Background: an optimization exercise with open tools, aiming at small area, a short achievable clock period and few clock cycles per item. Do not read the settings as production practice. In this exercise RTL edits were held to simulation tests only and were not proved equivalent to the original. Power and IR drop assume default switching activity.

==> flow/design.v, too long to show whole: its modules and the start of the top module <==
// module sse_acc: 126 lines
// module sse_cadd: 30 lines
// module sse_add: 27 lines
// module sse_inc: 21 lines
// module sse_sq_tree: 564 lines
// module SSE: 227 lines
module SSE (
	input  logic        clk,
	input  logic        rst,
	input  logic        in_valid,
	input  logic        in_last,
	input  logic [31:0] A,
	input  logic [31:0] B,
	output logic        in_ready,
	output logic        out_valid,
	output logic [31:0] Y
);
  // ...
==> flow/flow/run.sh <==
#!/bin/bash
set -euo pipefail
bash standard.sh SETUP_SLACK_MARGIN=5.6 finish > standard.log 2>&1
==> flow/standard.sh <==
#!/bin/bash
# synth_recipe.tcl (not shown) runs the flow's synth.tcl, then flattens the netlist and writes it again
# the make line also repeats each setting of config.mk as NAME=value (left out here)
make -C /OpenROAD-flow-scripts/flow DESIGN_CONFIG=/design/flow/config.mk WORK_HOME=/design/flow/orfs CLKGATE_MAP_FILE= SYNTH_SCRIPT=/design/flow/synth_recipe.tcl "${@:-finish}"
==> flow/config.mk <==
export PLATFORM = sky130hd
export DESIGN_NAME = SSE
export DESIGN_NICKNAME = SSE
export VERILOG_FILES = /design/flow/design.v
export SDC_FILE = /design/flow/constraint.sdc
export NUM_CORES = 4
export LEC_CHECK = 0
export CAP_MARGIN = 20
export CORE_MARGIN = 2
export CORE_UTILIZATION = 40
export PLACE_DENSITY = 0.6
export SETUP_SLACK_MARGIN = 5
export SLEW_MARGIN = 20
==> flow/constraint.sdc <==
create_clock -name core_clock -period 10.0 [get_ports {clk}]
set_input_delay 2.0000 -clock core_clock [delete_from_list [all_inputs] [get_ports {clk}]]
set_output_delay 2.0000 -clock core_clock [all_outputs]
set_load 0.01 [all_outputs]
==> metrics.md, run 1 <==
| Metric | Value |
|---|---|
| Status | finished clean |
| First-pass GRT wire length | 151,900 um |
| Dominant kind of cell by area | multi-input combinational cells |
| Num sequential | 360 |
| CP bufs+invs | 2 |
| Finished Core Util | 47.26% |
| Clk pwr share | 12.1% |
| Multi-input gate count | 2,869 |
| M1 GR Usage | 30.66% |
| TritonCTS clock tree | done |
| Hold path startpoint | l5 |
| Clk latency of the worst-skew pair | 0.60 ns |
| Floorplan row count | 103 |
| Top Consumer | combinational cells |
| Final WS setup | 5.615 ns |
| Leak Pwr | 16.41 nW |
| DP Area | 33,880 um2 |
| Top cells by area, synth | dfxtp_1 (22%), fa_1 (13%), ha_1 (8.9%), inv_1 (5.2%), mux2i_1 (4.2%) |
| Die Wd | 287.0 um |
| CP endpoint kind | flop |
| Hold buffers post-CTS | 0 |
| Vias in the first global route | 27.29k |
| Clk pwr | 0.00180 W |
| DR vias/cell | 5.640 |
| Finished layout cell area | 37,400 um2 |
Testbench counts, summed over its fixed seeds: cycles 8,146, items 8,082.
==> run 2, diff against run 1 <==
--- a/flow/config.mk
+++ b/flow/config.mk
@@ -10,2 +10,3 @@
 export CORE_UTILIZATION = 40
+export CTS_BUF_LIST = sky130_fd_sc_hd__clkbuf_4 sky130_fd_sc_hd__clkbuf_8
 export PLACE_DENSITY = 0.6
==> run 2 against run 1 <==
  * First-iteration DRC count increased by 1.2%
  * Hold slack worse by 0.0016 ns
  * Area after synthesis is the same
  * Fmax is 0.11% lower
  * Power is 0.89% lower
  * Critical path depth unchanged
  * Critical path type unchanged
  * Critical endpoint unchanged
  * Highest routed layer unchanged
==> metrics.md, run 2 <==
| Metric | Value |
|---|---|
| Synth top area share | 22.50% |
| Routability cong. | 0.9579 |
| DP Area | 33,880 um2 (unchanged) |
| Worst-Margin Slew | 1.208 ns |
| Clk latency of the worst-skew pair | 0.66 ns (+0.06 ns) |
| Grt ovf | 0 |
| Routed WL per cell | 18.83 um |
| Half-perimeter wire length after detailed placement | 68,910 um |
| Period minus WS final | 4.390 ns |
| Largest net degree at the start of global routing | 55 |
| RSZ-0062 raised after global routing | yes |
| TritonCTS clock tree | done |
| CP required | 10.58 ns |
| Fill cells | 7,742 |
| Clock root buffer | clkbuf_8 |
| Status | finished clean |
| Cells after Synth | 3,901 |
| Met2 Wirelength | 45,320 um |
| Cell area after synthesis | 32,030 um2 |
| Initial Utilization | 40.48% |
| Final non-filler cell total | 5,071 |
| Tcrit/Tclk final | 43.90% |
| Leak Pwr | 16.31 nW (-0.61%) |
| Initial antenna violation count | 2 |
| Post-synthesis register bit count | 360 |
| Htree depth | 3 |
| Final WS setup | 5.610 ns (-0.004960 ns) |
| Critical path arrival | 4.97 ns |
| R2R setup slack | 5.61 ns |
| Finished layout cell area | 37,240 um2 (-0.41%) |
| R2R Path End | pe1[0] |
| Top-count cell post-synth | inv_1 |
| Setup crit end | pe1[0] |
| Setup TNS | 0 ns |
| Crit path launch | add2.b[4] |
| Vias in the first global route | 27.56k (+0.98%) |
| CP Max Fanout | 2 |
| Die Wd | 287.0 um (unchanged) |
| First-pass GRT wire length | 152,500 um (+0.43%) |
| DRC viols | 0 |
| DR vias/cell | 5.617 (-0.41%) |
| Synthesized net count | 4,404 |
| Worst Skew | 0.03242 ns |
| Most common flop cell mapped by yosys | dfxtp_1 |
| CORE AREA | 79,130 um2 |
| Fmax | 227.8 MHz |
| CTS buffer count | 70 |
| Highest metal used | met4 |
| Max-slew violation count | 0 |
| Number of max-cap violations | 0 |
| Hold buffers post-CTS | 0 (unchanged) |
| VDD IR max | 0.2938 mV |
| Fraction of layout cells with a size suffix above 1 | 12.59% |
| Library cells used by synthesis | 100 |
| Floorplan row count | 103 (unchanged) |
| RR Startpoint | add2.b[4] |
| Drt first pass iters | 8 |
| Share of the yosys chip area belonging to registers | 22.50% |
| Starting DRC count in detailed routing | 2,248 |
| Total power per unit cell area | 395.5 nW/um2 |
| Met3 wire len | 5279 um |
| Setup Crit Path Kind | reg2reg |
| Maximum clock path buffer count | 3 |
| Most common cell after layout, fill and taps aside | inv_1 |
| Final setup viols | 0 |
| Hold Path Class | reg2reg |
| Startpoint Class | flop |
| Routed Antenna Nets | 0 |
| Hold Violations, Final | 0 |
| CP endpoint kind | flop |
| Post-synth EDFFs | 0 |
| Dpl ws | 3.969 ns |
| Port Buf Inserts | 101 |
| Overall die height | 287.0 um |
| Nets | 4,468 |
| Finished Core Util | 47.07% (-0.19 points) |
| Placed Instances | 4,868 |
| Clk sink count | 360 |
| All-Layer GR Usage | 22.87% |
| Worst r2r path cells | 18 |
| Routed met1 length | 42,270 um |
| Yosys warning total | 13 |
| Max-Slew Margin vs Limit | 18.74% |
| Ys async rst share | 0% |
| Top cells by area, synth | dfxtp_1 (22%), fa_1 (13%), ha_1 (8.9%), inv_1 (5.2%), mux2i_1 (4.2%) |
| P&R area growth vs syn | 16.26% |
| Top Ports | 102 |
| Most frequent cells in the layout | inv_1 (437), dfxtp_1 (325), nor2_1 (305) |
| Synth area leader | dfxtp_1 |
| Vias post-DR | 28.49k |
| Synth cell count leaders | inv_1 (441), dfxtp_1 (360), nor2_1 (312), nand2_1 (303), ha_1 (229) |
| Syn_area_per_cell | 8.212 um2 |
| CTS clk-pin slew, worst paths | 0.06 ns |
| Final WL | 95,480 um |
| Die area | 82,370 um2 |
-- run 2: cell count changes in the layout (fill, tap and decap cells not counted), moves of 3 or more --
cell	previous run	this run
clkbuf_8	7	78
clkbuf_16	47	1
clkbuf_4	1	16
clkinv_2	5	19
clkdlybuf4s50_1	72	85
dlymetal6s2s_1	19	10
buf_4	101	95
clkbuf_1	6	0
ha_2	3	8
ha_1	216	213
-- run 2: per-layer routing --
metal  global-route usage, %  up-vias
met5                       0        -
met4                   6.680        0
met3                   3.405      176
met2                   38.25      900
met1                   30.50    13850
li1                        -    13560
-- run 2: worst min path at each step --
stage,startpoint,to,slack [ns],cells past startpoint
floorplan,l5,acc.l6,0.31,0
global placement,e0[2],e2[2],0.31,0
detailed placement,e0[3],e2[3],0.31,0
CTS,e0[6],e2[6],0.32,0
global route,l3,l4,0.33,0
finish,e0[6],e2[6],0.32,0
-- run 2: layout make-up --
| type | instances | area [um2] | share of cell area, % |
|---|---|---|---|
| timing repair buffer | 215 | 2133 | 5.728 |
| sequential | 360 | 7283 | 19.56 |
| multi-input combinational | 2869 | 23240 | 62.39 |
| clock inverter | 33 | 369.1 | 0.9911 |
| antenna | 1 | 2.502 | 0.006719 |
| tap | 1050 | 1314 | 3.528 |
| clock buffer | 94 | 1194 | 3.205 |
| inverter | 449 | 1712 | 4.596 |
-- run 2: cells by family after synthesis --
group           count (synthesis)  share of synthesized area (%)
compound gates                914                          19.05
fa+ha+maj                     435                          21.82
buf+inv                       674                          8.128
flops                         360                          22.50
simple gates                 1176                          18.04
mux                           174                          5.866
xor+xnor                      168                          4.593
-- run 2: worst max-delay path: stages (launching register included) --
cell,delay (ns)
dfxtp_2,0.33
ha_4,0.23
a41o_1,0.18
a211o_1,0.28
a221o_1,0.38
a22oi_2,0.25
a211oi_2,0.12
buf_4,0.18
o21ai_4,0.16
inv_2,0.05
fa_2,0.35
xnor2_2,0.18
nor4_4,0.28
nand3_1,0.11
a2111oi_2,0.32
nand4b_1,0.27
nor4_4,0.26
nand4_1,0.27
nand2_1,0.11
-- run 2: what timing repair did --
action | CTS | global route
buffers inserted | 41 | 26
pin swaps | 42 | 66
endpoints found under the setup margin | 140 | 117
gates cloned | 7 | 1
endpoints found under the hold margin | 0 | 0
gates resized for setup | 165 | 124
-- run 2: power breakdown --
group	internal [W]	switching, W	total [W]
registers	0.00213	0.000656	0.00279
logic	0.00423	0.00604	0.0103
clock network	0.000969	0.000699	0.00167
-- run 2: stage by stage --
stage	hold slack (ns)	total power, W
global placement	0.3112	0.01251
global route	0.3319	0.01643
detailed placement	0.3121	0.01259
floorplan	0.3096	0.009709
CTS	0.3233	0.01460
finish	0.3223	0.01473
==> module SSE, before the edit <==
module SSE (
	input  logic        clk,
	input  logic        rst,
	input  logic        in_valid,
	input  logic        in_last,
	input  logic [31:0] A,
	input  logic [31:0] B,
	output logic        in_ready,
	output logic        out_valid,
	output logic [31:0] Y
);
	localparam logic [31:0] NAN = 32'h7f800001;
	logic v0, v2, v3, v4, v5;
	logic l0, l2, l3, l4, l5;
	always_ff @(posedge clk) begin
		if (rst) begin
			in_ready <= 0;
			{v0, v2, v3, v4, v5} <= 0;
		end
		else begin
			in_ready <= 1;
			v0 <= in_valid & in_ready;
			{v2, v3, v4, v5} <= {v0, v2, v3, v4};
		end
		{l0, l2, l3, l4, l5} <= {in_last, l0, l2, l3, l4};
	end
	logic        sA, sB;
	logic [7:0]  eA, eB;
	logic [22:0] fA, fB;
	assign {sA, eA, fA} = A;
	assign {sB, eB, fB} = B;
	logic nanA, nanB, infA, infB, zA, zB;
	assign nanA = (&eA) & (|fA);
	assign nanB = (&eB) & (|fB);
	assign infA = (&eA) & ~(|fA);
	assign infB = (&eB) & ~(|fB);
	assign zA = ~(|eA);
	assign zB = ~(|eB);
	logic        spec;
	logic [31:0] sval;
	always_comb begin
		spec = 1;
		if (nanA | nanB) sval = NAN;
		else if (infA & infB) sval = (sA == sB) ? A : NAN;
		else if (infA) sval = A;
		else if (infB) sval = B;
		else if (zA & zB) sval = 0;
		else if (zA) sval = {~sB, B[30:0]};
		else if (zB) sval = A;
		else begin
			spec = 0;
			sval = A;
		end
	end
	logic [8:0]  dAB;
	logic [7:0]  dBA;
	logic        aLess, eEq, fLess, swp;
	logic [7:0]  k;
	assign dAB = {1'b0, eA} - {1'b0, eB};
	assign dBA = eB - eA;
	assign aLess = dAB[8];
	assign eEq = (eA == eB);
	assign fLess = fA < fB;
	assign swp = aLess | (eEq & fLess);
	assign k = aLess ? dBA : dAB[7:0];
	logic [22:0] x0, y0;
	logic [4:0]  k0;
	logic [7:0]  e0;
	logic        s0, sub0;
	always_ff @(posedge clk) begin
		y0 <= swp ? fA : fB;
		if (spec) begin
			x0 <= sval[22:0];
			k0 <= 5'd24;
			e0 <= sval[30:23];
			s0 <= sval[31];
			sub0 <= 0;
		end
		else begin
			x0 <= swp ? fB : fA;
			k0 <= (k > 8'd23) ? 5'd24 : k[4:0];
			e0 <= aLess ? eB : eA;
			s0 <= (sA == sB) ? (swp ^ sA) : sA;
			sub0 <= (sA == sB);
		end
	end
	logic [23:0] y1;
	assign y1 = {1'b1, y0} >> k0;
	logic [24:0] sum2;
	sse_add #(.W(24), .L(5)) add1 (.a({1'b1, x0}), .b(sub0 ? ~y1 : y1), .ci(sub0), .s(sum2));
	logic [24:0] r2;
	logic [7:0]  e2;
	logic        s2, sub2;
	always_ff @(posedge clk) begin
		r2 <= {sum2[24] & ~sub0, sum2[23:0]};
		e2 <= e0;
		s2 <= s0;
		sub2 <= sub0;
	end
	logic [24:0] inc3;
	logic [25:0] inc3x;
	assign inc3 = inc3x[24:0];
	sse_inc #(.W(25), .L(5)) inc1 (.a(r2), .s(inc3x));
	logic [31:0] zx;
	logic [7:0]  nz1;
	logic [15:0] nc1;
	logic [3:0]  nz2;
	logic [11:0] nc2;
	logic [1:0]  nz3;
	logic [7:0]  nc3;
	logic [4:0]  lz;
	assign zx = {r2[23:0], 8'hff};
	genvar gi;
	generate
		for (gi = 0; gi < 8; gi++) begin : g_l1
			logic [3:0] q;
			assign q = zx[4 * gi +: 4];
			assign nz1[gi] = |q;
			assign nc1[2 * gi +: 2] = q[3] ? 2'd0 : q[2] ? 2'd1 : q[1] ? 2'd2 : 2'd3;
		end
		for (gi = 0; gi < 4; gi++) begin : g_l2
			assign nz2[gi] = nz1[2 * gi + 1] | nz1[2 * gi];
			assign nc2[3 * gi +: 3] = nz1[2 * gi + 1] ? {1'b0, nc1[4 * gi + 2 +: 2]} : {1'b1, nc1[4 * gi +: 2]};
		end
		for (gi = 0; gi < 2; gi++) begin : g_l3
			assign nz3[gi] = nz2[2 * gi + 1] | nz2[2 * gi];
			assign nc3[4 * gi +: 4] = nz2[2 * gi + 1] ? {1'b0, nc2[6 * gi + 3 +: 3]} : {1'b1, nc2[6 * gi +: 3]};
		end
	endgenerate
	assign lz = nz3[1] ? {1'b0, nc3[7:4]} : {1'b1, nc3[3:0]};
	logic [23:0] n1;
	assign n1 = r2[23:0] << lz;
	logic        s3;
	logic [7:0]  e3;
	logic [4:0]  lz3;
	logic [22:0] f3;
	always_ff @(posedge clk) begin
		if (sub2) begin
			if (r2[23:0] == 0) begin
				s3 <= 0;
				e3 <= 0;
				lz3 <= 0;
			end
			else begin
				s3 <= s2;
				e3 <= e2;
				lz3 <= lz;
			end
			f3 <= n1[22:0];
		end
		else begin
			s3 <= s2;
			e3 <= r2[24] ? e2 + 8'd1 : e2;
			lz3 <= 0;
			f3 <= r2[24] ? inc3[23:1] : r2[22:0];
		end
	end
	logic        sd;
	logic [7:0]  ed;
	logic [22:0] fd;
	assign sd = s3;
	assign ed = e3 - {3'd0, lz3};
	assign fd = f3;
	logic [9:0] ex4;
	assign ex4 = {1'b0, ed, 1'b0} - 10'd127;
	logic [47:0] q0, q1;
	sse_sq_tree sq (.f(fd), .r0(q0), .r1(q1));
	logic spec4, ssp4, esp4, nsp4;
	always_comb begin
		spec4 = 1;
		ssp4 = 0;
		esp4 = 1;
		nsp4 = 0;
		if ((&ed) & (|fd)) nsp4 = 1;
		else if (&ed) ssp4 = sd;
		else if (~(|ed)) esp4 = 0;
		else if (~ex4[9] & (ex4[8:0] > 9'd254)) ;
		else if (ex4[9] | (ex4 == 0)) esp4 = 0;
		else spec4 = 0;
	end
	logic [47:0] r40, r41;
	logic [7:0]  e4;
	logic        spec5i, ssp5i, esp5i, nsp5i;
	always_ff @(posedge clk) begin
		r40 <= q0;
		r41 <= q1;
		e4 <= ex4[7:0];
		spec5i <= spec4;
		ssp5i <= ssp4;
		esp5i <= esp4;
		nsp5i <= nsp4;
	end
	logic [47:0] P;
	logic [48:0] Px;
	logic [24:0] U;
	sse_add #(.W(48), .L(6)) add2 (.a(r40), .b(r41), .ci(1'b0), .s(Px));
	assign P = Px[47:0];
	assign U = P[47:23];
	logic        ps5;
	logic [7:0]  pe5;
	logic [24:0] pu5;
	always_comb begin
		if (spec5i) begin
			ps5 = ssp5i;
			pe5 = {8{esp5i}};
			pu5 = {24'd0, nsp5i};
		end
		else begin
			ps5 = 0;
			pe5 = U[24] ? ((&U) ? e4 + 8'd2 : e4 + 8'd1) : e4;
			pu5 = U;
		end
	end
	logic        ps1;
	logic [7:0]  pe1;
	logic [24:0] pu1;
	always_ff @(posedge clk) begin
		ps1 <= ps5;
		pe1 <= pe5;
		pu1 <= pu5;
	end
	sse_acc acc (
		.clk(clk), .rst(rst),
		.ps1(ps1), .pe1(pe1), .pu1(pu1), .v5(v5), .l5(l5),
		.out_valid(out_valid), .Y(Y)
	);
endmodule
==> run 3, diff against run 2 <==
--- a/flow/design.v
+++ b/flow/design.v
@@ -825,3 +825,2 @@
 	logic        aLess, eEq, fLess, swp;
-	logic [7:0]  k;
 	assign dAB = {1'b0, eA} - {1'b0, eB};
@@ -831,4 +830,3 @@
 	assign fLess = fA < fB;
-	assign swp = aLess | (eEq & fLess);
-	assign k = aLess ? dBA : dAB[7:0];
+	assign swp = A[30:0] < B[30:0];    
 	logic [22:0] x0, y0;
@@ -848,3 +846,3 @@
 			x0 <= swp ? fB : fA;
-			k0 <= (k > 8'd23) ? 5'd24 : k[4:0];
+			k0 <= aLess ? ((dBA > 8'd23) ? 5'd24 : dBA[4:0]) : ((dAB[7:0] > 8'd23) ? 5'd24 : dAB[4:0]);
 			e0 <= aLess ? eB : eA;
@@ -977,3 +975,3 @@
 			ps5 = 0;
-			pe5 = U[24] ? ((&U) ? e4 + 8'd2 : e4 + 8'd1) : e4;
+			pe5 = U[24] ? e4 + 8'd1 : e4;
 			pu5 = U;
--- a/flow/config.mk
+++ b/flow/config.mk
@@ -10,3 +10,2 @@
 export CORE_UTILIZATION = 40
-export CTS_BUF_LIST = sky130_fd_sc_hd__clkbuf_4 sky130_fd_sc_hd__clkbuf_8
 export PLACE_DENSITY = 0.6
==> run 3 against run 2 <==
  * Fmax rose by 1.7%
  * Via count fell by 2.0%
  * Worst setup slack improved by 0.073 ns
  * Core utilization fell by 0.28 points
  * Power fell by 9.2%
  * Cell count fell by 1.9%
  * Sequential power fell by 4%
==> metrics.md, run 3 <==
| Metric | Value |
|---|---|
| Half-perimeter wire length after detailed placement | 65,260 um (-5.3%) |
| Routed WL per cell | 18.23 um (-3.2%) |
| Floorplan row count | 103 (unchanged) |
| Htree depth | 2 (-1) |
| Worst r2r path cells | 16 (-2) |
| Ys async rst share | 0% (unchanged) |
| Number of max-cap violations | 0 (unchanged) |
| Die area | 81,980 um2 (-0.47%) |
| Synth top area share | 22.61% (+0.11 points) |
| WP depth | 16 (-2) |
| CP bufs+invs | 0 (-2) |
| Post-synth EDFFs | 0 (unchanged) |
| Worst-Margin Slew | 1.247 ns (+0.03861 ns) |
| Final WL | 90,740 um (-5.0%) |
| Clk sink count | 360 (unchanged) |
| DRC viols | 0 (unchanged) |
| Placed Instances | 4,820 (-0.99%) |
| DR vias/cell | 5.607 (-0.18%) |
| Clk latency of the worst-skew pair | 0.61 ns (-0.05 ns) |
| Vias in the first global route | 26.79k (-2.8%) |
| CORE AREA | 79,000 um2 (-0.16%) |
| Most common cell after layout, fill and taps aside | inv_1 |
| Top Ports | 102 (unchanged) |
| R2R Path End | acc.shL[2] |
| Leak Pwr | 16.16 nW (-0.90%) |
| Max-slew violation count | 0 (unchanged) |
| Multi-input gate area | 23,010 um2 (-0.98%) |
| Crit path launch | acc.acc[21] |
| CP endpoint kind | flop |
| Hold buffers post-CTS | 0 (unchanged) |
| Largest net degree at the start of global routing | 51 (-7.3%) |
| Status | finished clean |
| P&R area growth vs syn | 15.94% |
| Port Buf Inserts | 101 (unchanged) |
| CTS clk-pin slew, worst paths | 0.06 ns (about the same) |
| Startpoint Class | flop |
| Most common flop cell mapped by yosys | dfxtp_1 |
| Fraction of layout cells with a size suffix above 1 | 11.13% (-1.5 points) |
| R2R setup slack | 5.68 ns (+0.07 ns) |
| Crit path max-delay family | compound AO/OA/AOI/OAI gates |
| Top cells by area, synth | dfxtp_1 (23%), fa_1 (13%), ha_1 (9.0%), inv_1 (5.2%), mux2i_1 (4.2%) |
| Drt first pass iters | 6 (-2) |
| Die Wd | 286.3 um (-0.24%) |
| Final setup viols | 0 (unchanged) |
| Tcrit/Tclk final | 43.17% (-0.73 points) |
| Clock root buffer | clkbuf_16 |
| Synth cell count leaders | inv_1 (443), dfxtp_1 (360), nand2_1 (310), nor2_1 (279), ha_1 (229) |
| Synthesized net count | 4,347 (-1.3%) |
| Cells after Synth | 3,844 (-1.5%) |
| Fmax | 231.7 MHz (+1.7%) |
| Yosys warning total | 13 (unchanged) |
| Initial antenna violation count | 0 (-2) |
| Critical Path, Cell by Cell | a22oi_2 > nand2_2 > a22o_1 > or4_4 > ha_4 > fa_2 > nand2b_1 > a21oi_1 > o21ai_2 > a21oi_4 > o21ai_2 > a21oi_4 > a21o_4 > or3_4 > mux2_4 > and3_1 |
| Vias post-DR | 27.91k (-2.0%) |
| Max-Slew Margin vs Limit | 16.25% (-2.5 points) |
| CTS buffer count | 45 (-36%) |
| Period minus WS final | 4.317 ns (-0.07275 ns) |
| Total power per unit cell area | 361.8 nW/um2 (-8.5%) |
| TritonCTS clock tree | done |
| Library cells used by synthesis | 95 (-5.0%) |
| Setup crit end | acc.shL[2] |
| N_diodes | 0 (-1) |
| First-pass GRT wire length | 144,500 um (-5.2%) |
| Worst Skew | 0.06018 ns (+0.02777 ns) |
| VDD IR max | 0.3068 mV (+4.4%) |
| All-Layer GR Usage | 21.55% (-1.3 points) |
| RSZ-0062 raised after global routing | yes |
| Most frequent cells in the layout | inv_1 (437), dfxtp_1 (334), nand2_1 (307) |
| Cell area after synthesis | 31,880 um2 (-0.48%) |
| Setup TNS | 0 ns (unchanged) |
| Routability cong. | 0.9462 (-1.2%) |
| Share of the yosys chip area belonging to registers | 22.61% (+0.11 points) |
| Synth area leader | dfxtp_1 |
| Max incr delay on CP | 0.57 ns (+0.19 ns) |
| Overall die height | 286.3 um (-0.24%) |
| CP required | 10.49 ns (-0.09 ns) |
| Syn_area_per_cell | 8.294 um2 (+1.0%) |
| Grt ovf | 0 (unchanged) |
| Final non-filler cell total | 4,977 (-1.9%) |
| Setup Crit Path Kind | reg2reg |
| Hold Path Class | reg2reg |
| Fill cells | 7,624 (-1.5%) |
| Maximum clock path buffer count | 3 (unchanged) |
| Starting DRC count in detailed routing | 2,205 (-1.9%) |
| Hold Violations, Final | 0 (unchanged) |
| Top-count cell post-synth | inv_1 |
| Nets | 4,394 (-1.7%) |
| Routed Antenna Nets | 0 (unchanged) |
| Seq. cell area | 7249 um2 (-0.46%) |
| RR Startpoint | acc.acc[21] |
| CP Max Fanout | 13 (+11) |
| Initial Utilization | 40.36% (-0.13 points) |
| CP max-delay cell | or4_4 |
| Critical path arrival | 4.81 ns (-0.16 ns) |
| Post-synthesis register bit count | 360 (unchanged) |
| Worst hold stages | 0 (unchanged) |
-- run 3: cell count changes in the layout (fill, tap and decap cells not counted), sizes merged, moves of 13 or more --
cell    previous run  this run
nor2             312       279
nor3              51        64
o21a              33        15
clkbuf            97        57
nand3             77        60
-- run 3: worst min path at each step --
stage | startpoint | to | slack, ns
after CTS | e0[7] | e2[7] | 0.33
after global routing | e0[3] | e2[3] | 0.33
final | e0[7] | e2[7] | 0.32
after detailed placement | e0[7] | e2[7] | 0.31
after floorplan | l5 | acc.l6 | 0.31
after global placement | e0[7] | e2[7] | 0.31
-- run 3: final cells by class --
type,count,share of cell area (%)
clock buffers,53,3.236
well taps,1050,3.554
multi-input cells,2819,62.25
repair buffers,216,5.619
flip-flops and latches,360,19.61
clock inverters,30,1.151
inverters,449,4.577
-- run 3: logic make-up after synthesis --
group | Yosys count | share of synthesized area, %
xor+xnor | 153 | 4.203
compound gates | 886 | 18.58
buf+inv | 668 | 7.991
mux | 187 | 6.731
fa+ha+maj | 435 | 21.92
flops | 360 | 22.61
simple gates | 1155 | 17.97
-- run 3: timing repair --
item,4_1_cts,5_1_grt
cloned,3,4
setup endpoints to repair,124,145
pin swaps,25,50
resized for setup,98,119
buffers inserted,28,39
-- run 3: metal layers --
metal	vias to the layer above	track usage [%]	wire, um
met5	-	0	0
met4	0	5.982	2591
met2	911	36.08	42250
li1	13370	-	-
met1	13450	29.34	40550
met3	178	2.480	5348
-- run 3: worst register-to-register path: cells and delay by family (launching register included) --
family	cells	cell delay [ns]
compound gates	8	1.58
simple gates	5	1.37
fa+ha+maj	2	0.55
flops	1	0.42
mux	1	0.30
-- run 3: power by group --
part           internal (W)  switching, W  total, W  leakage, nW
Combinational       0.00368       0.00524   0.00892         12.4
Clock               0.00107      0.000689   0.00176        0.763
Sequential          0.00209      0.000599   0.00269         3.01
Total               0.00684       0.00653    0.0134         16.2
-- run 3: stage by stage --
| stage | hold slack (ns) | total power (W) | util (%) | worst slack (ns) | cell area [um2] |
|---|---|---|---|---|---|
| 6_report | 0.3248 | 0.01337 | 46.79 | 5.683 | 36960 |
| 5_1_grt | 0.3341 | 0.01493 | 46.79 | 5.537 | 36960 |
| 4_1_cts | 0.3278 | 0.01335 | 45.71 | 5.584 | 36110 |
| 3_5_place_dp | 0.3143 | 0.01143 | 42.84 | 3.764 | 33840 |
| 3_3_place_gp | 0.3130 | 0.01131 | 42.84 | 3.793 | 33840 |
| 2_1_floorplan | 0.3096 | 0.008965 | - | 5.589 | 31980 |
Testbench counts of run 3, summed over its fixed seeds: cycles 8,146, items 8,082.
==> run 4, diff against run 3 <==
==> flow/flow/run.sh (replaced) <==
#!/bin/bash
set -euo pipefail
bash standard.sh SETUP_SLACK_MARGIN=5.8 finish > standard.log 2>&1
==> run 4 against run 3 <==
  * Clock skew down 0.034 ns
  * Power up 1.6%
  * Count of clock-buffer cells in the layout up 5
  * Core utilization up 1.0 points
  * Fmax up 0.54%
  * Critical path type unchanged
==> metrics.md, run 4 <==
| Metric | Value |
|---|---|
| Internal | 0.006945 W (+1.5%) |
| CTS buffer count | 46 (+2.2%) |
| Clk latency of the worst-skew pair | 0.60 ns (about the same) |
| Switch share | 48.90% (+0.078 points) |
| R2R setup slack | 5.71 ns (+0.02 ns) |
| Worst hold stages | 0 (unchanged) |
| Most common cell after layout, fill and taps aside | inv_1 |
| Critical path arrival | 4.84 ns (+0.03 ns) |
| Share of the yosys chip area belonging to registers | 22.61% (unchanged) |
| Worst Skew | 0.02606 ns (-0.03413 ns) |
| DRC viols | 0 (unchanged) |
| CORE AREA | 79,000 um2 (unchanged) |
| Hold Violations, Final | 0 (unchanged) |
| Number of max-cap violations | 0 (unchanged) |
| Clock root buffer | clkbuf_16 |
| Top cells by area, synth | dfxtp_1 (23%), fa_1 (13%), ha_1 (9.0%), inv_1 (5.2%), mux2i_1 (4.2%) |
| Final WL | 92,870 um (+2.3%) |
| Maximum clock path buffer count | 3 (unchanged) |
| Die Wd | 286.3 um (unchanged) |
| Status | finished clean |
| Synth top area share | 22.61% (unchanged) |
| Setup TNS | 0 ns (unchanged) |
| Initial Utilization | 40.36% (unchanged) |
| CP endpoint kind | flop |
| Leak Pwr | 16.56 nW (+2.5%) |
| Starting DRC count in detailed routing | 2,076 (-5.9%) |
| Total power | 0.01359 W (+1.6%) |
| Startpoint Class | flop |
| Routed WL per cell | 18.53 um (+1.6%) |
| Synth cell count leaders | inv_1 (443), dfxtp_1 (360), nand2_1 (310), nor2_1 (279), ha_1 (229) |
| Htree depth | 2 (unchanged) |
| First-pass GRT wire length | 146,700 um (+1.5%) |
| Synthesized net count | 4,347 (unchanged) |
| Syn_area_per_cell | 8.294 um2 (unchanged) |
| Multi-input gate area | 23,430 um2 (+1.8%) |
| P&R area growth vs syn | 18.43% |
| Setup Crit Path Kind | reg2reg |
| Half-perimeter wire length after detailed placement | 66,060 um (+1.2%) |
| Fraction of layout cells with a size suffix above 1 | 13.68% (+2.6 points) |
| Comb power frac | 67.2% (+0.5 points) |
| Largest net degree at the start of global routing | 51 (unchanged) |
| Clk pwr share | 13.2% (about the same) |
| NetSw | 0.006647 W (+1.8%) |
| Worst-Margin Slew | 1.134 ns (-0.1125 ns) |
| Most common flop cell mapped by yosys | dfxtp_1 |
| Worst r2r path cells | 18 (+2) |
| Total power per unit cell area | 360.0 nW/um2 (-0.49%) |
| Floorplan row count | 103 (unchanged) |
| Tcrit/Tclk final | 42.94% (-0.23 points) |
| CP required | 10.54 ns (+0.05 ns) |
| Routed Antenna Nets | 0 (unchanged) |
| Library cells used by synthesis | 95 (unchanged) |
| Synth area leader | dfxtp_1 |
| R2R Path End | acc.yp[13] |
| All-Layer GR Usage | 21.97% (+0.42 points) |
| Initial antenna violation count | 0 (unchanged) |
| Hold Path Class | reg2reg |
| Max-Slew Margin vs Limit | 24.39% (+8.1 points) |
| Final setup viols | 0 (unchanged) |
| RSZ-0062 raised after global routing | yes |
| CP Max Fanout | 6 (-7) |
| Ys async rst share | 0% (unchanged) |
| Yosys warning total | 13 (unchanged) |
| Post-synth EDFFs | 0 (unchanged) |
| TritonCTS clock tree | done |
| Top Ports | 102 (unchanged) |
| Overall die height | 286.3 um (unchanged) |
| Vias post-DR | 28.14k (+0.84%) |
| Drt first pass iters | 7 (+1) |
| Fmax | 232.9 MHz (+0.54%) |
| Routability cong. | 0.9549 (+0.92%) |
| Post-synthesis register bit count | 360 (unchanged) |
| VDD IR max | 0.1938 mV (-37%) |
| Top-count cell post-synth | inv_1 |
| Seq. cell area | 7274 um2 (+0.35%) |
| Max-slew violation count | 0 (unchanged) |
| Endpoint, Worst Hold | e2[5] |
| Hold path startpoint | e0[5] |
| N_diodes | 0 (unchanged) |
| CTS clk-pin slew, worst paths | 0.06 ns (about the same) |
| Nets | 4,428 (+0.77%) |
| Clk sink count | 360 (unchanged) |
| Cell area after synthesis | 31,880 um2 (unchanged) |
| Cells after Synth | 3,844 (unchanged) |
| Period minus WS final | 4.294 ns (-0.02303 ns) |
| Die area | 81,980 um2 (unchanged) |
| Port Buf Inserts | 101 (unchanged) |
| Grt ovf | 0 (unchanged) |
| Reg power frac | 19.7% (-0.4 points) |
| Most frequent cells in the layout | inv_1 (430), dfxtp_1 (332), nand2_1 (306) |
| RR Startpoint | acc.acc[30] |
| Vias in the first global route | 26.99k (+0.74%) |
| Fill cells | 7,589 (-0.46%) |
| DR vias/cell | 5.616 (+0.16%) |
-- run 4: worst max-delay path, stage by stage, from the launching register on --
cell	delay (ns)
dfxtp_4	0.37
nor4_4	0.35
a21oi_4	0.11
a21boi_4	0.20
mux2_4	0.34
inv_4	0.06
ha_4	0.13
inv_2	0.04
fa_2	0.37
a21o_1	0.21
a21oi_4	0.14
o21ai_2	0.08
or2_1	0.23
and2_4	0.15
or2_4	0.23
or3_4	0.43
or4_4	0.45
o21ai_4	0.17
a221o_1	0.16
-- run 4: metrics by stage --
step | setup slack [ns] | hold slack [ns] | cells | instance area (um2) | util, %
CTS | 5.677 | 0.3252 | 4964 | 36700 | 46.46
global placement | 4.200 | 0.3167 | 4821 | 33970 | 43.00
floorplan | 5.683 | 0.3096 | 3844 | 32120 | -
finish | 5.706 | 0.3159 | 5011 | 37760 | 47.79
detailed placement | 4.134 | 0.3147 | 4821 | 33970 | 43.00
global route | 5.537 | 0.3311 | 5011 | 37760 | 47.79
-- run 4: repair_timing --
action	in CTS	in global routing
hold buffers	0	0
resized for setup	174	164
endpoints found under the hold margin	0	0
buffers inserted	53	44
endpoints found under the setup margin	134	136
cloned	6	3
pin swaps	53	67
-- run 4: how the worst max path moves through the flow --
stage	slack, ns	start	cells after the start	to
floorplan	5.68	A[23]	13	k0[4]
global placement	4.20	B[17]	10	x0[20]
detailed placement	4.13	B[17]	10	x0[20]
CTS	5.68	acc.acc[24]	18	acc.yp[13]
global route	5.54	acc.acc[26]	18	acc.shL[2]
finish	5.71	acc.acc[30]	18	acc.yp[13]
-- run 4: cell families after synthesis --
kind of cell	after synthesis	share of synthesized area, %
compound gates	886	18.58
simple gates	1155	17.97
mux	187	6.731
xor+xnor	153	4.203
flops	360	22.61
buf+inv	668	7.991
fa+ha+maj	435	21.92
-- run 4: area by class of cell --
cell class,count,area share [%]
multi-input cells,2818,62.05
flip-flops and latches,360,19.27
repair buffers,250,6.303
inverters,449,4.527
well taps,1050,3.480
clock buffers,58,3.410
clock inverters,26,0.9644
-- run 4: per-layer routing --
metal	track usage [%]	routed length (um)
met1	29.52	41220
met5	0	0
met4	6.518	2817
met3	2.560	5093
met2	37.05	43740
-- run 4: power groups by stage --
| stage | registers [W] | clock network [W] | logic [W] |
|---|---|---|---|
| after floorplan | 0.00236 | 0 | 0.00663 |
| after global placement | 0.00269 | 0 | 0.00863 |
| after detailed placement | 0.00269 | 0 | 0.00877 |
| after CTS | 0.00266 | 0.00184 | 0.00901 |
| after global routing | 0.00273 | 0.00189 | 0.0105 |
| final | 0.00267 | 0.00179 | 0.00913 |
==> run 5, diff against run 4 <==
==> flow/flow/run.sh (replaced) <==
#!/bin/bash
set -euo pipefail
bash standard.sh SETUP_SLACK_MARGIN=5.6 "BUFFER_PORTS_ARGS=-buffer_cell sky130_fd_sc_hd__buf_1" finish > standard.log 2>&1
--- a/flow/config.mk
+++ b/flow/config.mk
@@ -10,2 +10,4 @@
 export CORE_UTILIZATION = 40
+export CTS_CLUSTER_DIAMETER = 100
+export CTS_CLUSTER_SIZE = 30
 export PLACE_DENSITY = 0.6
==> run 5 against run 4 <==
  * Critical path depth is the same
  * Wire length shrank 4.1%
  * Cell area is 7.0% lower
  * Power decreased by 6.9%
  * First-iteration DRC count grew 7.1%
  * Worst setup slack better by 0.0049 ns
  * Highest routed layer unchanged
  * Largest power group unchanged
==> metrics.md, run 5 <==
| Metric | Value |
|---|---|
| Drt first pass iters | 6 (-1) |
| Top-count cell post-synth | inv_1 |
| Initial Utilization | 40.36% (unchanged) |
| Dpl ws | 4.061 ns (-0.07299 ns) |
| Most common flop cell mapped by yosys | dfxtp_1 |
| Final setup viols | 0 (unchanged) |
| Starting DRC count in detailed routing | 2,224 (+7.1%) |
| Clk latency of the worst-skew pair | 0.60 ns (about the same) |
| Final WL | 89,020 um (-4.1%) |
| Hold Path Class | reg2reg |
| Setup Crit Path Kind | reg2reg |
| VDD IR max | 0.2595 mV (+34%) |
| Leak Pwr | 15.33 nW (-7.4%) |
| Cell area after synthesis | 31,880 um2 (unchanged) |
| Max-slew violation count | 0 (unchanged) |
| CORE AREA | 79,000 um2 (unchanged) |
| R2R setup slack | 5.71 ns (about the same) |
| Clock root buffer | clkbuf_16 |
| Share of the yosys chip area belonging to registers | 22.61% (unchanged) |
| Fraction of layout cells with a size suffix above 1 | 9.288% (-4.4 points) |
| Synth area leader | dfxtp_1 |
| Post-synth EDFFs | 0 (unchanged) |
| Total power per unit cell area | 360.4 nW/um2 (+0.11%) |
| Cells after Synth | 3,844 (unchanged) |
| Top cells by area, synth | dfxtp_1 (23%), fa_1 (13%), ha_1 (9.0%), inv_1 (5.2%), mux2i_1 (4.2%) |
| CP required | 10.53 ns (about the same) |
| Max-Slew Margin vs Limit | 22.08% (-2.3 points) |
| Status | finished clean |
| Vias in the first global route | 26.51k (-1.8%) |
| Syn_area_per_cell | 8.294 um2 (unchanged) |
| Routed WL per cell | 18.11 um (-2.3%) |
| Setup TNS | 0 ns (unchanged) |
| Die area | 81,980 um2 (unchanged) |
| R2R Path End | acc.yp[13] |
| Initial antenna violation count | 2 (+2) |
| Library cells used by synthesis | 95 (unchanged) |
| TritonCTS clock tree | done |
| CTS clk-pin slew, worst paths | 0.11 ns (+0.05 ns) |
| Most frequent cells in the layout | inv_1 (440), dfxtp_1 (332), nand2_1 (306) |
| RSZ-0062 raised after global routing | yes |
| CTS buffer count | 24 (-48%) |
| Overall die height | 286.3 um (unchanged) |
| RR Startpoint | acc.acc[30] |
| Port Buf Inserts | 101 (unchanged) |
| Fmax | 233.2 MHz (+0.11%) |
| Number of max-cap violations | 0 (unchanged) |
| Grt ovf | 0 (unchanged) |
| Crit path launch | acc.acc[30] |
| Setup crit end | acc.yp[13] |
| DRC viols | 0 (unchanged) |
| Worst r2r path cells | 18 (unchanged) |
| Hold Violations, Final | 0 (unchanged) |
| Htree depth | 1 (-1) |
| Yosys warning total | 13 (unchanged) |
| Vias post-DR | 27.57k (-2.0%) |
| Critical path arrival | 4.82 ns (-0.02 ns) |
| Startpoint Class | flop |
| Routability cong. | 0.9615 (+0.69%) |
| DR vias/cell | 5.608 (-0.14%) |
| Half-perimeter wire length after detailed placement | 66,040 um (about the same) |
| Hold buffers post-CTS | 0 (unchanged) |
| Maximum clock path buffer count | 3 (unchanged) |
| Period minus WS final | 4.289 ns (-0.004890 ns) |
| Synthesized net count | 4,347 (unchanged) |
| CP endpoint kind | flop |
| All-Layer GR Usage | 21.24% (-0.73 points) |
| Worst Skew | 0.02420 ns (-0.001855 ns) |
| Worst-Margin Slew | 1.167 ns (+0.03298 ns) |
| Ys async rst share | 0% (unchanged) |
| Hold path startpoint | e0[2] |
| First-pass GRT wire length | 143,500 um (-2.2%) |
| Post-synthesis register bit count | 360 (unchanged) |
| Tcrit/Tclk final | 42.89% (-0.049 points) |
| CP Max Fanout | 8 (+2) |
| Routed Antenna Nets | 0 (unchanged) |
| Synth top area share | 22.61% (unchanged) |
| Top Ports | 102 (unchanged) |
| Most common cell after layout, fill and taps aside | inv_1 |
| Synth cell count leaders | inv_1 (443), dfxtp_1 (360), nand2_1 (310), nor2_1 (279), ha_1 (229) |
| Clk sink count | 360 (unchanged) |
| Die Wd | 286.3 um (unchanged) |
| P&R area growth vs syn | 10.16% |
| Floorplan row count | 103 (unchanged) |
| Nets | 4,350 (-1.8%) |
| Final WS setup | 5.711 ns (+0.004890 ns) |
| Largest net degree at the start of global routing | 59 (+16%) |
==> run 5: cell counts after synthesis <==
No cell type changed its count.
==> run 5: timing repair <==
| item | CTS | global route |
|---|---|---|
| pin swaps | 17 | 40 |
| resized for setup | 77 | 94 |
| endpoints found under the setup margin | 91 | 94 |
| setup buffers | 17 | 30 |
| gates cloned | 1 | 1 |
==> run 5: worst min-delay path by stage <==
| stage | endpoint | cells after the start |
|---|---|---|
| 6_report | e2[2] | 0 |
| 5_1_grt | e2[2] | 0 |
| 4_1_cts | e2[2] | 0 |
| 3_5_place_dp | s2 | 0 |
| 3_3_place_gp | e2[2] | 0 |
| 2_1_floorplan | acc.l6 | 0 |
==> run 5: through the flow <==
| step | std cells | power [W] | hold WS, ns | area (um2) | utilization (%) |
|---|---|---|---|---|---|
| after global routing | 4915 | 0.01424 | 0.3270 | 35120 | 44.45 |
| after global placement | 4822 | 0.01126 | 0.3130 | 33220 | 42.05 |
| after floorplan | 3844 | 0.008965 | 0.3096 | 31980 | - |
| after CTS | 4884 | 0.01269 | 0.3192 | 34530 | 43.71 |
| after detailed placement | 4822 | 0.01140 | 0.3121 | 33220 | 42.05 |
| final | 4916 | 0.01266 | 0.3153 | 35120 | 44.46 |
==> run 5: layout make-up <==
cell class                 count  area [um2]
antenna                        1       2.502
clock buffer                  25       625.6
clock inverter                19       264.0
fill                        7951       43880
inverter                     449        1694
multi-input combinational   2817       22810
sequential                   360        7262
tap                         1050        1314
timing repair buffer         195        1152
==> run 5: worst max-delay path: stages, from the launching register on <==
cell	delay, ns
dfxtp_4	0.37
nor4_4	0.35
a21oi_4	0.11
a21boi_4	0.18
mux2_4	0.35
inv_4	0.07
ha_4	0.14
inv_2	0.04
fa_2	0.36
a21o_1	0.19
a21oi_2	0.16
o21ai_2	0.08
or2_1	0.24
and2_4	0.17
or2_4	0.24
or3_4	0.41
or4_4	0.45
o21ai_4	0.16
a221o_1	0.17
==> run 5: logic make-up (layout without fill, tap and decap cells) <==
family,after synthesis,after routing,synth area share (%)
compound gates,886,887,18.58
xor+xnor,153,153,4.203
fa+ha+maj,435,435,21.92
buf+inv,668,688,7.991
flops,360,360,22.61
mux,187,187,6.731
other cells,0,1,0
simple gates,1155,1155,17.97
==> run 5: power breakdown <==
part	total (W)	switching (W)	internal, W
logic	0.00881	0.00520	0.00361
clock network	0.00117	0.000635	0.000531
registers	0.00268	0.000593	0.00209
==> run 5: metal layers <==
layer / global-route usage (%) / part of all wire (%) / vias to the layer above
met3: 2.424 / 5.3 / 140
li1: - / - / 13260
met4: 5.419 / 2.6 / 0
met1: 28.66 / 45 / 13410
met5: 0 / 0 / -
met2: 36.11 / 47 / 764
==> run 6, diff against run 5 <==
--- a/flow/config.mk
+++ b/flow/config.mk
@@ -11,3 +11,3 @@
 export CTS_CLUSTER_DIAMETER = 100
-export CTS_CLUSTER_SIZE = 30
+export CTS_CLUSTER_SIZE = 40
 export PLACE_DENSITY = 0.6
==> run 6 against run 5 <==
  * Global-route usage barely moved
  * Fmax barely moved
  * Cell count barely moved
  * Non-clock buffer count rose by 1
  * Critical path depth did not move
  * Clock skew rose by 0.0029 ns
  * Core utilization rose by 0.060 points
  * Worst setup slack got worse by 0.0043 ns
  * Sequential share of layout area barely moved
  * Wire length rose by 0.21%
  * Sequential cell count did not move
  * Clock power barely moved
  * Highest routed layer unchanged
==> metrics.md, run 6 <==
| Metric | Value |
|---|---|
| Reg power frac | 21.2% (about the same) |
| Max-Slew Margin vs Limit | 22.93% (+0.85 points) |
| Synthesized net count | 4,347 (unchanged) |
| Synth cell count leaders | inv_1 (443), dfxtp_1 (360), nand2_1 (310), nor2_1 (279), ha_1 (229) |
| Die Wd | 286.3 um (unchanged) |
| NetSw | 0.006433 W (about the same) |
| Post-synth EDFFs | 0 (unchanged) |
| RSZ-0062 raised after global routing | yes |
| Period minus WS final | 4.293 ns (+0.004250 ns) |
| Post-synthesis register bit count | 360 (unchanged) |
| CP endpoint kind | flop |
| Routed Antenna Nets | 0 (unchanged) |
| Hold Path Class | reg2reg |
| Switch share | 50.82% (about the same) |
| Port Buf Inserts | 101 (unchanged) |
| Routed WL per cell | 18.14 um (+0.19%) |
| Clk pwr share | 9.2% (about the same) |
| Half-perimeter wire length after detailed placement | 66,040 um (unchanged) |
| CTS buffer count | 24 (unchanged) |
| Comb power frac | 69.6% (about the same) |
| Number of max-cap violations | 0 (unchanged) |
| Fraction of layout cells with a size suffix above 1 | 9.364% (+0.075 points) |
| Clk latency of the worst-skew pair | 0.61 ns (about the same) |
| Routability cong. | 0.9615 (unchanged) |
| Synth area leader | dfxtp_1 |
| Worst Skew | 0.02711 ns (+0.002909 ns) |
| Status | finished clean |
| Largest net degree at the start of global routing | 59 (unchanged) |
| Tcrit/Tclk final | 42.93% (about the same) |
| Top-count cell post-synth | inv_1 |
| Total power | 0.01266 W (about the same) |
| Top cells by area, synth | dfxtp_1 (23%), fa_1 (13%), ha_1 (9.0%), inv_1 (5.2%), mux2i_1 (4.2%) |
| Synth top area share | 22.61% (unchanged) |
| Overall die height | 286.3 um (unchanged) |
| Final setup viols | 0 (unchanged) |
| DRC viols | 0 (unchanged) |
| CP Max Fanout | 4 (-4) |
| DR vias/cell | 5.604 (about the same) |
| Maximum clock path buffer count | 3 (unchanged) |
| M1 GR Usage | 28.67% (about the same) |
| Max-slew violation count | 0 (unchanged) |
| CP required | 10.51 ns (-0.02 ns) |
| Nets | 4,351 (+0.023%) |
| Most frequent cells in the layout | inv_1 (440), dfxtp_1 (331), nand2_1 (306) |
| Internal | 0.006224 W (about the same) |
| Yosys warning total | 13 (unchanged) |
| Seq. cell area | 7266 um2 (about the same) |
| CTS clk-pin slew, worst paths | 0.11 ns (about the same) |
| Multi-input gate area | 22,830 um2 (about the same) |
| Hold buffers post-CTS | 0 (unchanged) |
| Critical path arrival | 4.80 ns (-0.02 ns) |
| Startpoint Class | flop |
| Most common cell after layout, fill and taps aside | inv_1 |
| CORE AREA | 79,000 um2 (unchanged) |
| Final WL | 89,200 um (+0.21%) |
| Grt peak-use layer | met2 |
| Total power per unit cell area | 359.9 nW/um2 (-0.14%) |
| Drt first pass iters | 6 (unchanged) |
| Floorplan row count | 103 (unchanged) |
| Ys async rst share | 0% (unchanged) |
| P&R area growth vs syn | 10.31% |
| Initial antenna violation count | 2 (unchanged) |
| Cells after Synth | 3,844 (unchanged) |
| Starting DRC count in detailed routing | 2,254 (+1.3%) |
| Syn_area_per_cell | 8.294 um2 (unchanged) |
| Initial Utilization | 40.36% (unchanged) |
| Die area | 81,980 um2 (unchanged) |
| All-Layer GR Usage | 21.25% (about the same) |
| Cell area after synthesis | 31,880 um2 (unchanged) |
| Grt ovf | 0 (unchanged) |
| Met3 usage | 2.456% (+0.032 points) |
| Leak Pwr | 15.34 nW (about the same) |
| Setup Crit Path Kind | reg2reg |
| Library cells used by synthesis | 95 (unchanged) |
| Fmax | 232.9 MHz (about the same) |
| Setup TNS | 0 ns (unchanged) |
| Fill cells | 7,955 (+0.050%) |
| Htree depth | 1 (unchanged) |
| First-pass GRT wire length | 143,400 um (about the same) |
| Top Ports | 102 (unchanged) |
| VDD IR max | 0.2601 mV (+0.23%) |
| Met2 Usage GRT | 36.16% (+0.048 points) |
| Hold Violations, Final | 0 (unchanged) |
| Share of the yosys chip area belonging to registers | 22.61% (unchanged) |
| TritonCTS clock tree | done |
| Worst-Margin Slew | 1.154 ns (-0.01273 ns) |
| Clk sink count | 360 (unchanged) |
| Vias post-DR | 27.56k (-0.051%) |
| Vias in the first global route | 26.49k (-0.057%) |
| Most common flop cell mapped by yosys | dfxtp_1 |
| Clock root buffer | clkbuf_16 |
## run 6: cell counts after synthesis
Identical to the previous run, type by type.
## run 6: path summary, 6_finish.rpt
path | from | to | depth (start not counted) | slack (ns)
setup reg to reg | acc.acc[30] | acc.yp[4] | 18 | 5.71
hold reg to reg | e0[2] | e2[2] | 0 | 0.32
hold / removal | e0[2] | e2[2] | 0 | 0.32
setup / recovery | acc.acc[30] | acc.yp[4] | 18 | 5.71
## run 6: power groups by stage
stage               combinational, W  sequential (W)  clock (W)
finish                       0.00881         0.00268    0.00117
global route                  0.0102         0.00274    0.00125
CTS                          0.00882         0.00267    0.00120
detailed placement           0.00870         0.00271          0
global placement             0.00856         0.00270          0
floorplan                    0.00661         0.00236          0
## run 6: stage by stage
stage	instance area, um2	worst slack [ns]	cells	hold slack, ns	utilization (%)
finish	35170	5.707	4917	0.3166	44.52
global route	35170	5.535	4916	0.3273	44.51
CTS	34540	5.600	4884	0.3194	43.72
detailed placement	33220	4.061	4822	0.3121	42.05
global placement	33220	4.093	4822	0.3130	42.05
floorplan	31980	5.589	3844	0.3096	-
## run 6: routing by layer
metal | vias up | share of wire [%]
met3 | 126 | 5.4
met2 | 741 | 47
met4 | 0 | 2.5
met1 | 13430 | 45
li1 | 13270 | -
met5 | - | 0
## run 6: worst max-delay path, stage by stage (launching register included)
cell,delay (ns)
dfxtp_4,0.37
nor4_4,0.35
a21oi_4,0.12
a21boi_4,0.18
mux2_4,0.35
inv_4,0.07
ha_4,0.14
inv_2,0.04
fa_2,0.36
a21o_1,0.19
a21oi_2,0.16
o21ai_2,0.08
or2_1,0.24
and2_4,0.17
or4_4,0.52
nor4_4,0.36
o21ai_2,0.11
or3_1,0.33
o211ai_1,0.10
## run 6: cell type report
| cell class | count | share of cell area, % |
|---|---|---|
| multi-input cells | 2817 | 64.91 |
| flip-flops and latches | 360 | 20.66 |
| inverters | 449 | 4.817 |
| well taps | 1050 | 3.736 |
| repair buffers | 196 | 3.348 |
| clock buffers | 25 | 1.779 |
| clock inverters | 19 | 0.7471 |
| diodes | 1 | 0.007116 |
## run 6: logic make-up (layout without fill, tap and decap cells)
family                   Yosys count  count (layout)  synth area share, %
other                              0               1                    0
AND/OR/NAND/NOR                 1155            1155                17.97
flip-flops                       360             360                22.61
XOR/XNOR                         153             153                4.203
buffers and inverters            668             689                7.991
adder cells (fa/ha/maj)          435             435                21.92
AO/OA/AOI/OAI                    886             887                18.58
multiplexers                     187             187                6.731
## run 6: what timing repair did
| action | CTS | global route |
|---|---|---|
| pin swaps | 17 | 41 |
| gates cloned | 1 | 2 |
| setup buffers | 17 | 30 |
| gates resized for setup | 78 | 97 |
| endpoints found under the setup margin | 91 | 93 |
==> run 7, diff against run 6 <==
--- a/flow/config.mk
+++ b/flow/config.mk
@@ -10,4 +10,2 @@
 export CORE_UTILIZATION = 40
-export CTS_CLUSTER_DIAMETER = 100
-export CTS_CLUSTER_SIZE = 40
 export PLACE_DENSITY = 0.6
==> run 7 against run 6 <==
  * Sequential power hardly changed
  * Core utilization is 1.1 points higher
  * Power is 5.9% higher
  * Worst setup slack worse by 0.042 ns
  * First-iteration DRC count is 1.2% lower
  * Cell area is 2.5% higher
  * Count of clock-buffer cells in the layout is 25 higher
  * Wire length is 0.80% higher
  * Fmax is 0.97% lower
  * Non-clock buffer count is 1 higher
  * Area after synthesis stayed put
  * Global-route usage is 0.24 points higher
==> metrics.md, run 7 <==
| Metric | Value |
|---|---|
| Status | finished clean |
| Worst Skew | 0.04623 ns (+0.01912 ns) |
| Port Buf Inserts | 101 (unchanged) |
| Share of the yosys chip area belonging to registers | 22.61% (unchanged) |
| Nets | 4,373 (+0.51%) |
| RSZ-0062 raised after global routing | yes |
| CORE AREA | 79,000 um2 (unchanged) |
| Most frequent cells in the layout | inv_1 (440), dfxtp_1 (331), nand2_1 (307) |
| Yosys warning total | 13 (unchanged) |
| Critical Path, Cell by Cell | nor4_4 > a21oi_2 > a21boi_4 > mux2_4 > inv_2 > ha_4 > inv_2 > fa_2 > a21o_1 > a21oi_2 > o21ai_2 > or2_1 > and2_4 > or2_4 > or3_4 > or4_4 > o21ai_4 > a221o_1 |
| P&R area growth vs syn | 13.07% |
| Htree depth | 2 (+1) |
| Vias post-DR | 27.74k (+0.68%) |
| Total power | 0.01340 W (+5.9%) |
| Starting DRC count in detailed routing | 2,226 (-1.2%) |
| Leak Pwr | 15.75 nW (+2.7%) |
| Final WL | 89,920 um (+0.80%) |
| Post-synth EDFFs | 0 (unchanged) |
| VDD IR max | 0.2605 mV (+0.14%) |
| Hold Violations, Final | 0 (unchanged) |
| Cell area after synthesis | 31,880 um2 (unchanged) |
| Post-synthesis register bit count | 360 (unchanged) |
| Fmax | 230.7 MHz (-0.97%) |
| Synthesized net count | 4,347 (unchanged) |
| Setup Crit Path Kind | reg2reg |
| Initial Utilization | 40.36% (unchanged) |
| Fill cells | 7,846 (-1.4%) |
| Period minus WS final | 4.335 ns (+0.04210 ns) |
| TritonCTS clock tree | done |
| Max-Slew Margin vs Limit | 24.35% (+1.4 points) |
| CP max-delay cell | or4_4 |
| Worst-Margin Slew | 1.133 ns (-0.02120 ns) |
| CTS buffer count | 45 (+88%) |
| Drt first pass iters | 6 (unchanged) |
| Library cells used by synthesis | 95 (unchanged) |
| Maximum clock path buffer count | 3 (unchanged) |
| Synth top area share | 22.61% (unchanged) |
| Clock root buffer | clkbuf_16 |
| CP required | 10.54 ns (+0.03 ns) |
| CP Max Fanout | 7 (+3) |
| Number of max-cap violations | 0 (unchanged) |
| Top-count cell post-synth | inv_1 |
| Die area | 81,980 um2 (unchanged) |
| Critical path arrival | 4.87 ns (+0.07 ns) |
| All-Layer GR Usage | 21.49% (+0.24 points) |
| Crit path max-delay family | simple AND/OR/NAND/NOR gates |
| Routed WL per cell | 18.14 um (about the same) |
| Startpoint Class | flop |
| Synth area leader | dfxtp_1 |
| Ys async rst share | 0% (unchanged) |
| Most common flop cell mapped by yosys | dfxtp_1 |
| Max-slew violation count | 0 (unchanged) |
| Initial antenna violation count | 2 (unchanged) |
| Hold Path Class | reg2reg |
| CP endpoint kind | flop |
| Top Ports | 102 (unchanged) |
| Floorplan row count | 103 (unchanged) |
| Clk latency of the worst-skew pair | 0.60 ns (about the same) |
| DRC viols | 0 (unchanged) |
| Tcrit/Tclk final | 43.35% (+0.42 points) |
| Setup TNS | 0 ns (unchanged) |
| Final setup viols | 0 (unchanged) |
| Die Wd | 286.3 um (unchanged) |
| Fraction of layout cells with a size suffix above 1 | 10.24% (+0.88 points) |
| CP bufs+invs | 2 (unchanged) |
| Largest net degree at the start of global routing | 59 (unchanged) |
| Total power per unit cell area | 371.7 nW/um2 (+3.3%) |
| Grt ovf | 0 (unchanged) |
| First-pass GRT wire length | 144,200 um (+0.51%) |
| Max incr delay on CP | 0.51 ns (about the same) |
| Overall die height | 286.3 um (unchanged) |
| Vias in the first global route | 26.72k (+0.88%) |
| CTS clk-pin slew, worst paths | 0.06 ns (-0.05 ns) |
| Syn_area_per_cell | 8.294 um2 (unchanged) |
| Half-perimeter wire length after detailed placement | 66,040 um (unchanged) |
| Routability cong. | 0.9615 (unchanged) |
| Top cells by area, synth | dfxtp_1 (23%), fa_1 (13%), ha_1 (9.0%), inv_1 (5.2%), mux2i_1 (4.2%) |
| DR vias/cell | 5.598 (-0.11%) |
| Routed Antenna Nets | 0 (unchanged) |
| Most common cell after layout, fill and taps aside | inv_1 |
| Cells after Synth | 3,844 (unchanged) |
| Clk sink count | 360 (unchanged) |
| Synth cell count leaders | inv_1 (443), dfxtp_1 (360), nand2_1 (310), nor2_1 (279), ha_1 (229) |
| Hold slack | 0.3260 ns (+0.009333 ns) |
[run 7: cell count changes in the layout (fill, tap and decap cells not counted), sizes merged]
cell,before,now
buf,192,193
bufinv,1,12
clkbuf,29,54
clkinv,5,13
clkinvlp,3,9
inv,459,447
[run 7: layout make-up]
class | instances | area [um2] | share of cell area [%]
Tap cell | 1050 | 1314 | 3.644
Antenna cell | 1 | 2.502 | 0.006942
Clock buffer | 50 | 1175 | 3.259
Multi-Input combinational cell | 2817 | 22860 | 63.42
Clock inverter | 32 | 541.8 | 1.503
Sequential cell | 360 | 7256 | 20.13
Timing Repair Buffer | 197 | 1205 | 3.342
Inverter | 449 | 1692 | 4.693
[run 7: power breakdown]
| part | switching (W) | total (W) | internal, W |
|---|---|---|---|
| sequential | 0.000600 | 0.00269 | 0.00209 |
| combinational | 0.00523 | 0.00885 | 0.00363 |
| clock | 0.000687 | 0.00185 | 0.00117 |
| total | 0.00651 | 0.0134 | 0.00689 |
[run 7: metal layers]
metal	wire (um)	share of wire [%]	track usage [%]
met5	0	0	0
met4	2500	2.8	6.479
met3	5175	5.8	3.045
met2	42000	47	36.14
met1	40250	45	28.57
[run 7: cell families after synthesis]
| group | count (synthesis) | synth area share, % |
|---|---|---|
| simple gates | 1155 | 17.97 |
| compound gates | 886 | 18.58 |
| buf+inv | 668 | 7.991 |
| fa+ha+maj | 435 | 21.92 |
| flops | 360 | 22.61 |
| mux | 187 | 6.731 |
| xor+xnor | 153 | 4.203 |
[run 7: metrics by stage]
stage	util [%]	cells	worst slack, ns	instance area (um2)
6_report	45.63	4956	5.665	36050
5_1_grt	45.63	4955	5.512	36050
4_1_cts	44.74	4922	5.602	35350
3_5_place_dp	42.05	4822	4.061	33220
3_3_place_gp	42.05	4822	4.093	33220
2_1_floorplan	-	3844	5.589	31980
[run 7: worst paths after layout]
kind | from | end | slack (ns) | cells past startpoint
worst max-delay path | acc.acc[29] | acc.yp[13] | 5.66 | 18
worst min-delay path | e0[3] | e2[3] | 0.33 | 0
worst max register to register | acc.acc[29] | acc.yp[13] | 5.66 | 18
worst min register to register | e0[3] | e2[3] | 0.33 | 0
[run 7: what timing repair did]
item	CTS	global route
endpoints found under the setup margin	91	93
pin swaps	21	36
cloned	1	2
resized for setup	75	100
hold buffers	0	0
buffers inserted	17	31
[run 7: worst register-to-register path: cells and delay by family, from the launching register on]
family	cells	cell delay, ns
AND/OR/NAND/NOR	6	1.89
multiplexers	1	0.34
adder cells (fa/ha/maj)	2	0.47
flip-flops	1	0.36
buffers and inverters	2	0.11
AO/OA/AOI/OAI	7	1.10

-- re-timing with driven ports --
How much do the figures lean on ideal ports? The routed layouts below were timed once more, with nothing changed but the port constraints. Step 1 (the two cells are an assumption about what drives the block):
set clk [get_ports {clk}]
set_driving_cell -lib_cell sky130_fd_sc_hd__clkbuf_16 $clk
set_driving_cell -lib_cell sky130_fd_sc_hd__buf_2 [delete_from_list [all_inputs] $clk]
Step 2 times the ports against the registers' clock, not the clock port: input delays grow and output delays shrink by t, the midpoint of the rising clock arrivals with the driver on. Three values: ideal, step 1, step 2; two values: the first two.
| run | t (ns) | slack for setup (ns) | worst setup path after step 2 | worst data-port slew with drivers (ns) | pins driven straight from the clock port |
|---|---|---|---|---|---|
| run 1 | 0.651 | 5.615 / 5.615 / 5.066 | input to register | 0.05 | 1 |
| run 2 | 0.708 | 5.610 / 5.610 / 5.029 | input to register | 0.05 | 1 |
| run 3 | 0.641 | 5.683 / 5.683 / 5.095 | input to register | 0.04 | 1 |
| run 4 | 0.653 | 5.706 / 5.706 / 5.227 | input to register | 0.04 | 1 |
| run 5 | 0.657 | 5.711 / 5.711 / 5.108 | input to register | 0.04 | 1 |
| run 6 | 0.663 | 5.707 / 5.707 / 5.117 | input to register | 0.04 | 1 |
| run 7 | 0.646 | 5.665 / 5.665 / 5.116 | input to register | 0.04 | 1 |
After both steps setup and hold are still met in every run listed. The setup slack of run 5, which loses most, moves by 0.000 ns with the drivers and by -0.603 ns with both steps.
